This is an optimization exercise on Yosys and OpenROAD, whose aim is small area, a short achievable clock period and few clock cycles per item, not a production implementation. Function was checked by simulation only, so behaviour that the tests miss may differ from the original.

==> build 72: inputs <==
==> flow/design.v (excerpt) <==
module tensor_core (
    input  wire clk,
    input  wire rst_n,
    input  wire [4*4*16-1:0] matrix_a,
    input  wire [4*4*16-1:0] matrix_b,
    input  wire [4*4*16-1:0] matrix_c,
    input  wire valid_in,
    output wire [4*4*16-1:0] matrix_d,
    output reg  valid_out
);
    reg [63:0] a_s0, a_s1, a_s2, a_s3;
    reg [31:0] b_s0, b_s1, b_s2, b_s3, b_s4, b_s5, b_s6;
    reg [9:0]  busy;      
    reg        run;       
    wire [63:0] a_k [0:3];
    wire [31:0] b_q [0:7];
    genvar n, k;
    generate
        for (k = 0; k < 4; k = k + 1) begin : KS
            for (n = 0; n < 4; n = n + 1) begin : RS
                assign a_k[k][n*16 +: 16] = matrix_a[(n*4+k)*16 +: 16];
            end
            for (n = 0; n < 2; n = n + 1) begin : CS
                assign b_q[2*k][n*16 +: 16]   = matrix_b[(k*4+2*n)*16 +: 16];
                assign b_q[2*k+1][n*16 +: 16] = matrix_b[(k*4+2*n+1)*16 +: 16];
            end
        end
    endgenerate
    wire a_shift = busy[0] | busy[2] | busy[4];
    always @(posedge clk) begin
        if (!run) begin
            a_s0 <= a_k[0]; a_s1 <= a_k[1]; a_s2 <= a_k[2];
        end else if (a_shift) begin
            a_s0 <= a_s1; a_s1 <= a_s2; a_s2 <= a_s3;
        end
        if (!run || a_shift)
            a_s3 <= a_k[3];
        b_s0 <= run ? b_s1 : b_q[1];
        b_s1 <= run ? b_s2 : b_q[2];
        b_s2 <= run ? b_s3 : b_q[3];
        b_s3 <= run ? b_s4 : b_q[4];
        b_s4 <= run ? b_s5 : b_q[5];
        b_s5 <= run ? b_s6 : b_q[6];
        b_s6 <= b_q[7];
    end
    always @(posedge clk or negedge rst_n) begin
        if (!rst_n) begin
            busy <= 10'd0;
            run <= 1'b0;
            valid_out <= 1'b0;
  ...
Settings: LEC_CHECK=0, ABC_AREA=1, CAP_MARGIN=20, CORE_MARGIN=2, CORE_UTILIZATION=40, SLEW_MARGIN=20; clock period 7.0 ns.
run.sh (not shown) runs the stock make flow with config.mk's settings and CLKGATE_MAP_FILE= SYNTH_SCRIPT=/design/flow/synth_recipe.tcl, a recipe that flattens the netlist after the stock synthesis.
==> inputs of trial 20, as changes to build 72 <==
--- a/flow/design.v
+++ b/flow/design.v
@@ -181,12 +181,30 @@
     assign r1[15] = 1'b0;
 endmodule
 module bf16mul_s1 (
     input  wire [15:0] operand_a,
     input  wire [15:0] operand_b,
-    output wire [34:0] mid
+    output wire [24:0] mid
 );
+    function [15:0] ks16(input [15:0] p0, input [15:0] q0);
+        reg [15:0] g, p, gg, pp, g2, p2;
+        integer i, d;
+        begin
+            g = p0 & q0; p = p0 ^ q0;
+            gg = g; pp = p;
+            for (d = 1; d < 16; d = d * 2) begin
+                g2 = gg; p2 = pp;
+                for (i = d; i < 16; i = i + 1) begin
+                    g2[i] = gg[i] | (pp[i] & gg[i-d]);
+                    p2[i] = pp[i] & pp[i-d];
+                end
+                gg = g2; pp = p2;
+            end
+            ks16[0] = p[0];
+            for (i = 1; i < 16; i = i + 1) ks16[i] = p[i] ^ gg[i-1];
+        end
+    endfunction
     wire sign_a = operand_a[15];
     wire sign_b = operand_b[15];
     wire [7:0] exp_a = operand_a[14:7];
     wire [7:0] exp_b = operand_b[14:7];
     wire [6:0] frac_a = operand_a[6:0];
@@ -202,37 +220,18 @@
     wire inf = ef_a | ef_b;
     wire zero = ez_a | ez_b;
     wire [1:0] spec = nan ? 2'd3 : inf ? 2'd2 : zero ? 2'd1 : 2'd0;
     wire [15:0] r0, r1;
     mant_mul8 u_mm (.x({1'b1, frac_a}), .y({1'b1, frac_b}), .r0(r0), .r1(r1));
-    wire [5:0] lo = {1'b0, r0[4:0]} + {1'b0, r1[4:0]};
+    wire [15:0] mp = ks16(r0, r1);
     wire [9:0] exp_sum = {2'b0, exp_a} + {2'b0, exp_b} - 10'd127;
-    assign mid = {spec, sign_r, exp_sum, r0[14:5], r1[14:5], lo[5], |lo[4:0]};
+    assign mid = {spec, sign_r, exp_sum, mp[15:5], |mp[4:0]};
 endmodule
 module bf16mul_s2 (
-    input  wire [34:0] mid,
+    input  wire [24:0] mid,
     output reg  [15:0] result
 );
-    function [10:0] ks11(input [10:0] x, input [10:0] y, input ci);
-        reg [10:0] g, p, gg, pp, g2, p2;
-        integer i, d;
-        begin
-            g = x & y; p = x ^ y;
-            gg = g; pp = p;
-            gg[0] = g[0] | (p[0] & ci);
-            for (d = 1; d < 11; d = d * 2) begin
-                g2 = gg; p2 = pp;
-                for (i = d; i < 11; i = i + 1) begin
-                    g2[i] = gg[i] | (pp[i] & gg[i-d]);
-                    p2[i] = pp[i] & pp[i-d];
-                end
-                gg = g2; pp = p2;
-            end
-            ks11[0] = p[0] ^ ci;
-            for (i = 1; i < 11; i = i + 1) ks11[i] = p[i] ^ gg[i-1];
-        end
-    endfunction
     function [7:0] inc7(input [6:0] v);
         reg [6:0] pa, p2; integer i, d;
         begin
             pa = v;
             for (d = 1; d < 7; d = d * 2) begin
@@ -243,15 +242,14 @@
             inc7[0] = ~v[0];
             for (i = 1; i < 7; i = i + 1) inc7[i] = v[i] ^ pa[i-1];
             inc7[7] = pa[6];
         end
     endfunction
-    wire [1:0] spec = mid[34:33];
-    wire sign_r = mid[32];
-    wire [9:0] es0 = mid[31:22];
-    wire [10:0] hi = ks11({1'b0, mid[21:12]}, {1'b0, mid[11:2]}, mid[1]);
-    wire [15:5] mp = hi;
+    wire [1:0] spec = mid[24:23];
+    wire sign_r = mid[22];
+    wire [9:0] es0 = mid[21:12];
+    wire [15:5] mp = mid[11:1];
     wire st5 = mid[0];
     wire [9:0] es1 = es0 + 10'd1;
     wire [9:0] es2 = es0 + 10'd2;
     wire ns = mp[15];
     wire [6:0] fw1 = mp[14:8];
@@ -323,61 +321,60 @@
     wire efa = &ea;
     wire efb = &eb;
     wire za = ~ha & fza;
     wire zb = ~hb & fzb;
     wire eff_sub = sa ^ sb;
-    wire nan = (efa & ~fza) | (efb & ~fzb) | (efa & efb & eff_sub);
-    wire inf = efa | efb;
-    wire pass = za | zb;
-    wire [1:0] kind = nan ? 2'd3 : inf ? 2'd2 : pass ? 2'd1 : 2'd0;
+    reg special;
+    reg [15:0] special_result;
+    always @(*) begin
+        special = 1'b1;
+        if ((efa & ~fza) | (efb & ~fzb))
+            special_result = 16'h7FC0;
+        else if (efa & efb)
+            special_result = eff_sub ? 16'h7FC0 : {sa, 8'hFF, 7'h00};
+        else if (efa)
+            special_result = {sa, 8'hFF, 7'h00};
+        else if (efb)
+            special_result = {sb, 8'hFF, 7'h00};
+        else if (za & zb)
+            special_result = {sa & sb, 15'b0};
+        else if (za)
+            special_result = operand_b;
+        else if (zb)
+            special_result = operand_a;
+        else begin
+            special = 1'b0;
+            special_result = 16'h0000;
+        end
+    end
     wire e_lt = ea < eb;
     wire e_eq = ea == eb;
     wire m_lt = ma < mb;
     wire a_lt_b = e_lt | (e_eq & m_lt);
     wire [7:0] dab = ea - eb;
     wire [7:0] dba = eb - ea;
     wire [7:0] elg = e_lt ? eb : ea;
-    wire slg = (za & zb) ? (sa & sb) : a_lt_b ? sb : sa;
+    wire slg = a_lt_b ? sb : sa;
     wire [7:0] mlg = a_lt_b ? mb : ma;
     wire big_ab = |dab[7:4];
     wire big_ba = |dba[7:4];
-    wire [17:0] sx_b = {mb, 10'b0} >> dab[3:0];
-    wire [17:0] sx_a = {ma, 10'b0} >> dba[3:0];
+    wire [17:0] sx_b = {mb, 10'b0} >> (big_ab ? 4'd15 : dab[3:0]);
+    wire [17:0] sx_a = {ma, 10'b0} >> (big_ba ? 4'd15 : dba[3:0]);
     wire [17:0] smx = a_lt_b ? sx_a : sx_b;
     wire big = a_lt_b ? big_ba : big_ab;
-    wire [7:0] msa = big ? 8'd0 : smx[17:10];
-    wire gd = ~big & smx[9];
-    wire rd = ~big & smx[8];
+    wire [7:0] msa = smx[17:10];
+    wire gd = smx[9];
+    wire rd = smx[8];
     wire st = (|smx[7:0]) | big;
-    wire [7:0] lim = (elg > 8'd1) ? elg - 8'd1 : 8'd0;
-    wire [7:0] mask = (lim >= 8'd7) ? 8'd0 : (8'h80 >> lim);
-    assign mid = {mask, kind, slg, elg, eff_sub, mlg, msa ^ {8{eff_sub}}, gd, rd, st};
+    wire [9:0] s_w = ks9({1'b0, mlg}, {1'b0, msa} ^ {9{eff_sub}}, eff_sub);
+    wire [8:0] sum = s_w[8:0];
+    assign mid = {special, special_result, slg, elg, 1'b0, sum, gd, rd, st};
 endmodule
 module bf16add_s2 (
     input  wire [38:0] mid,
     output reg  [15:0] result
 );
-    function [9:0] ks9(input [8:0] x, input [8:0] y, input ci);
-        reg [8:0] g, p, gg, pp, g2, p2;
-        integer i, d;
-        begin
-            g = x & y; p = x ^ y;
-            gg = g; pp = p;
-            gg[0] = g[0] | (p[0] & ci);
-            for (d = 1; d < 9; d = d * 2) begin
-                g2 = gg; p2 = pp;
-                for (i = d; i < 9; i = i + 1) begin
-                    g2[i] = gg[i] | (pp[i] & gg[i-d]);
-                    p2[i] = pp[i] & pp[i-d];
-                end
-                gg = g2; pp = p2;
-            end
-            ks9[0] = p[0] ^ ci;
-            for (i = 1; i < 9; i = i + 1) ks9[i] = p[i] ^ gg[i-1];
-            ks9[9] = gg[8];
-        end
-    endfunction
     function [8:0] inc8(input [7:0] v);
         reg [7:0] pa, p2; integer i, d;
         begin
             pa = v;
             for (d = 1; d < 8; d = d * 2) begin
@@ -388,21 +385,18 @@
             inc8[0] = ~v[0];
             for (i = 1; i < 8; i = i + 1) inc8[i] = v[i] ^ pa[i-1];
             inc8[8] = pa[7];
         end
     endfunction
-    wire [1:0] kind = mid[30:29];
-    wire sgn = mid[28];
-    wire [7:0] elg = mid[27:20];
-    wire eff_sub = mid[19];
-    wire [7:0] mlg = mid[18:11];
-    wire [7:0] msa = mid[10:3];        
+    wire special = mid[38];
+    wire [15:0] special_result = mid[37:22];
+    wire sgn = mid[21];
+    wire [7:0] elg = mid[20:13];
+    wire [8:0] sum = mid[11:3];    
     wire g = mid[2];
     wire r = mid[1];
     wire s = mid[0];
-    wire [9:0] s_w = ks9({1'b0, mlg}, {eff_sub, msa}, eff_sub);
-    wire [8:0] sum = s_w[8:0];
     wire elg_zero = ~|elg;
     wire elg_254 = (elg == 8'd254);
     wire elg_253 = (elg == 8'd253);
     wire [8:0] elg_i = inc8(elg);
     wire [7:0] elg_p1 = elg_i[7:0];
@@ -421,11 +415,12 @@
     wire ov_n = ru_n & i_n[8];
     wire [6:0] f_n = ru_n ? i_n[6:0] : m_n[6:0];
     wire inf_n = elg_254 & ov_n;
     wire zero_n = elg_zero & ~ov_n;
     wire [7:0] e_n = ov_n ? elg_p1 : elg;
-    wire [7:0] mask = mid[38:31];
+    wire [7:0] lim = (elg > 8'd1) ? elg - 8'd1 : 8'd0;
+    wire [7:0] mask = (lim >= 8'd7) ? 8'd0 : (8'h80 >> lim);
     wire [7:0] nz = sum[7:0] | mask;
     reg [2:0] lz;
     always @(*) begin
         casez (nz)
             8'b1???????: lz = 3'd0;
@@ -438,24 +433,18 @@
             default:     lz = 3'd7;
         endcase
     end
     wire [7:0] m_l = sum[7:0] << lz;
     wire [6:0] f_l = {m_l[6:1], g & (r | s)};
-    wire [3:0] e_lo = {1'b0, elg[2:0]} - {1'b0, lz};
-    wire [4:0] e_hi_m1 = elg[7:3] - 5'd1;
-    wire [7:0] e_l = {e_lo[3] ? e_hi_m1 : elg[7:3], e_lo[2:0]};
+    wire [7:0] e_l = elg - {5'b0, lz};
     wire l_none = (lz == 3'd0);    
     wire c_r = sum[8];
     wire c_n = ~sum[8] & (sum[7] | l_none);
     wire sum_zero = ~|sum;
     always @(*) begin
-        if (kind == 2'd3)
-            result = 16'h7FC0;
-        else if (kind == 2'd2)
-            result = {sgn, 8'hFF, 7'h00};
-        else if (kind == 2'd1)
-            result = {sgn, elg, mlg[6:0]};
+        if (special)
+            result = special_result;
         else if (sum_zero)
             result = 16'h0000;
         else if (c_r)
             result = inf_r ? {sgn, 8'hFF, 7'h00} : {sgn, e_r, f_r};
         else if (c_n)
@@ -473,12 +462,12 @@
     input  wire [15:0] cx_in,
     input  wire [15:0] cy_in,
     output reg  [15:0] dx,         
     output reg  [15:0] acc
 );
-    wire [34:0] mm_w;
-    reg  [34:0] mm;
+    wire [24:0] mm_w;
+    reg  [24:0] mm;
     wire [15:0] prod_w;
     reg  [15:0] prod;
     wire [38:0] mid_w;
     reg  [38:0] mid;
     wire [15:0] sum_w;
@@ -487,12 +476,12 @@
     bf16add_s1 u_a1 (.operand_a(acc), .operand_b(prod), .mid(mid_w));
     bf16add_s2 u_a2 (.mid(mid), .result(sum_w));
     always @(posedge clk) begin
         mm   <= mm_w;
         prod <= zero_prod ? 16'h8000 : prod_w;
-        mid  <= load ? {8'd0, 2'd1, cx_in[15:7], 2'b0, cx_in[6:0], 11'd0} : mid_w;
-        acc  <= load ? cy_in : sum_w;
+        mid  <= load ? {1'b1, cy_in, 22'd0} : mid_w;
+        acc  <= load ? cx_in : sum_w;
         dx   <= acc;
     end
 endmodule
 module bf16sa (
     input  wire          clk,
@@ -531,12 +520,12 @@
     input  wire valid_in,
     output wire [4*4*16-1:0] matrix_d,
     output reg  valid_out
 );
     reg [63:0] a_s0, a_s1, a_s2, a_s3;
-    reg [31:0] b_s0, b_s1, b_s2, b_s3, b_s4, b_s5, b_s6;
-    reg [9:0]  busy;      
+    reg [31:0] b_s0, b_s1, b_s2, b_s3, b_s4, b_s5, b_s6, b_s7;
+    reg [10:0] busy;      
     reg        run;       
     wire [63:0] a_k [0:3];
     wire [31:0] b_q [0:7];
     genvar n, k;
     generate
@@ -548,43 +537,44 @@
                 assign b_q[2*k][n*16 +: 16]   = matrix_b[(k*4+2*n)*16 +: 16];
                 assign b_q[2*k+1][n*16 +: 16] = matrix_b[(k*4+2*n+1)*16 +: 16];
             end
         end
     endgenerate
-    wire a_shift = busy[0] | busy[2] | busy[4];
+    wire a_shift = busy[1] | busy[3] | busy[5];
     always @(posedge clk) begin
         if (!run) begin
             a_s0 <= a_k[0]; a_s1 <= a_k[1]; a_s2 <= a_k[2];
         end else if (a_shift) begin
             a_s0 <= a_s1; a_s1 <= a_s2; a_s2 <= a_s3;
         end
         if (!run || a_shift)
             a_s3 <= a_k[3];
-        b_s0 <= run ? b_s1 : b_q[1];
-        b_s1 <= run ? b_s2 : b_q[2];
-        b_s2 <= run ? b_s3 : b_q[3];
-        b_s3 <= run ? b_s4 : b_q[4];
-        b_s4 <= run ? b_s5 : b_q[5];
-        b_s5 <= run ? b_s6 : b_q[6];
-        b_s6 <= b_q[7];
+        b_s0 <= run ? b_s1 : b_q[0];
+        b_s1 <= run ? b_s2 : b_q[1];
+        b_s2 <= run ? b_s3 : b_q[2];
+        b_s3 <= run ? b_s4 : b_q[3];
+        b_s4 <= run ? b_s5 : b_q[4];
+        b_s5 <= run ? b_s6 : b_q[5];
+        b_s6 <= run ? b_s7 : b_q[6];
+        b_s7 <= b_q[7];
     end
     always @(posedge clk or negedge rst_n) begin
         if (!rst_n) begin
-            busy <= 10'd0;
+            busy <= 11'd0;
             run <= 1'b0;
             valid_out <= 1'b0;
         end else begin
-            busy <= {busy[8:0], valid_in};
-            run <= valid_in | (|busy[8:0]);
-            valid_out <= busy[9];
+            busy <= {busy[9:0], valid_in};
+            run <= valid_in | (|busy[9:0]);
+            valid_out <= busy[10];
         end
     end
     bf16sa u_sa (
         .clk(clk),
         .load(~run),
-        .zero_prod(~run),
-        .a_row(run ? a_s0 : a_k[0]),
-        .b_col(run ? b_s0 : b_q[0]),
+        .zero_prod(~run | busy[0]),
+        .a_row(a_s0),
+        .b_col(b_s0),
         .c_in(matrix_c),
         .d_out(matrix_d)
     );
 endmodule
ABC_AREA = not set   (was 1)
==> inputs of build 32, as changes to build 72 <==
SETUP_SLACK_MARGIN = 3.6   (was not set)
==> run notes <==
Build 72 passed the timing, design-rule and antenna checks. Build 32 passed the timing, design-rule and antenna checks. Trial 20 produced a clean layout.
Of trial 20 and build 72, build 72 has the higher sequential cell count (gap 39).
In trial 20 the clock skew is lower than in build 72, by 0.015 ns.
Of build 72 and build 32, build 32 has the higher core utilization (gap 4.4 points).
Via count: trial 20 < build 72 < build 32.
Non-clock buffer count, highest first: build 32, trial 20, build 72.
Sequential share of layout area: trial 20 > build 72 > build 32.
Of build 72 and trial 20, build 72 has the higher synthesized area (gap 3.8%, measured against trial 20).
Critical path depth: trial 20 > build 72 > build 32.
==> figures <==
Run status: trial 20 timing/DRC/antenna clean; build 72 timing/DRC/antenna clean; build 32 timing/DRC/antenna clean
Number of cells in the design after placement: trial 20 15,958; build 72 19,844; build 32 19,827
Multi-input combinational area share: trial 20 0.546; build 72 0.511; build 32 0.510
Seq area share: trial 20 0.253; build 72 0.249; build 32 0.230
Synth cell types: trial 20 109; build 72 85; build 32 85
Slowest stage cell, crit path: trial 20 sky130_fd_sc_hd__or4b_1; build 72 sky130_fd_sc_hd__o21ai_0; build 32 sky130_fd_sc_hd__fa_1
Multiplexer share of the synthesized area: trial 20 0.0826; build 72 0.00280; build 32 0.00280
Post-synthesis compound-gate area fraction: trial 20 0.182; build 72 0.124; build 32 0.124
Data arrival time at the worst-slack endpoint: trial 20 6.67 ns; build 72 5.36 ns; build 32 4.49 ns
Wire length per cell: trial 20 23.0 microns; build 72 18.9 microns; build 32 19.6 microns
Worst EP required: trial 20 7.66 ns; build 72 7.63 ns; build 32 7.82 ns
CP Capture Point: trial 20 u_sa.ROW[3].COL[1].u_pe.mid[11]$_SDFF_PN0_; build 72 u_sa.ROW[3].COL[0].u_pe.prod[6]$_SDFF_PN0_; build 32 u_sa.ROW[2].COL[0].u_pe.mm[6]$_DFF_P_
Die area: trial 20 263,000 sq um; build 72 272,000 sq um; build 32 272,000 sq um
Commonest non-fill, non-tap cell in the layout: trial 20 sky130_fd_sc_hd__nor2_1; build 72 sky130_fd_sc_hd__nand2_1; build 32 sky130_fd_sc_hd__nand2_1
Non-Filler Instances: trial 20 16,280; build 72 20,209; build 32 20,722
Source of the worst hold timing path: trial 20 busy[10]$_DFF_PN0_; build 72 busy[9]$_DFF_PN0_; build 32 busy[9]$_DFF_PN0_
Final worst-path cycle share: trial 20 0.859; build 72 0.676; build 32 0.524
Period minus WS final: trial 20 6.01 ns; build 72 4.73 ns; build 32 3.67 ns
Warnings, synthesis: trial 20 6; build 72 4; build 32 4
Testbench counts of build 72, summed over its fixed seeds: cycles 4,232, items 384.
Testbench counts of trial 20, summed over its fixed seeds: cycles 4,616, items 384.
Testbench counts of build 32, summed over its fixed seeds: cycles 4,232, items 384.

-- port drivers added, routing unchanged --
Ports are ideal in the flow. The routed layouts listed here were re-timed in OpenROAD.
Step 1 assumes that a clkbuf_16 drives the clock port and a buf_2 every other input.
Step 2, shift: input delay + t, output delay - t, t = (earliest + latest rising clock arrival at the registers) / 2. This alone moves slack from input paths to output paths.
Three values: no drivers, after step 1, after step 2; two values: the first two.
run	shift t [ns]	setup WS [ns]	worst hold slack (ns)
build 72	0.974	2.269 / 2.269 / 1.936	0.352 / 0.352 / 0.352
trial 20	0.945	0.987 / 0.987 / 0.987	0.352 / 0.352 / 0.352
build 32	0.985	3.332 / 3.332 / 2.470	0.348 / 0.348 / 0.348
After both steps setup and hold are still met in every run listed. The setup slack of build 32, which loses most, moves by 0.000 ns with the drivers and by -0.862 ns with both steps.
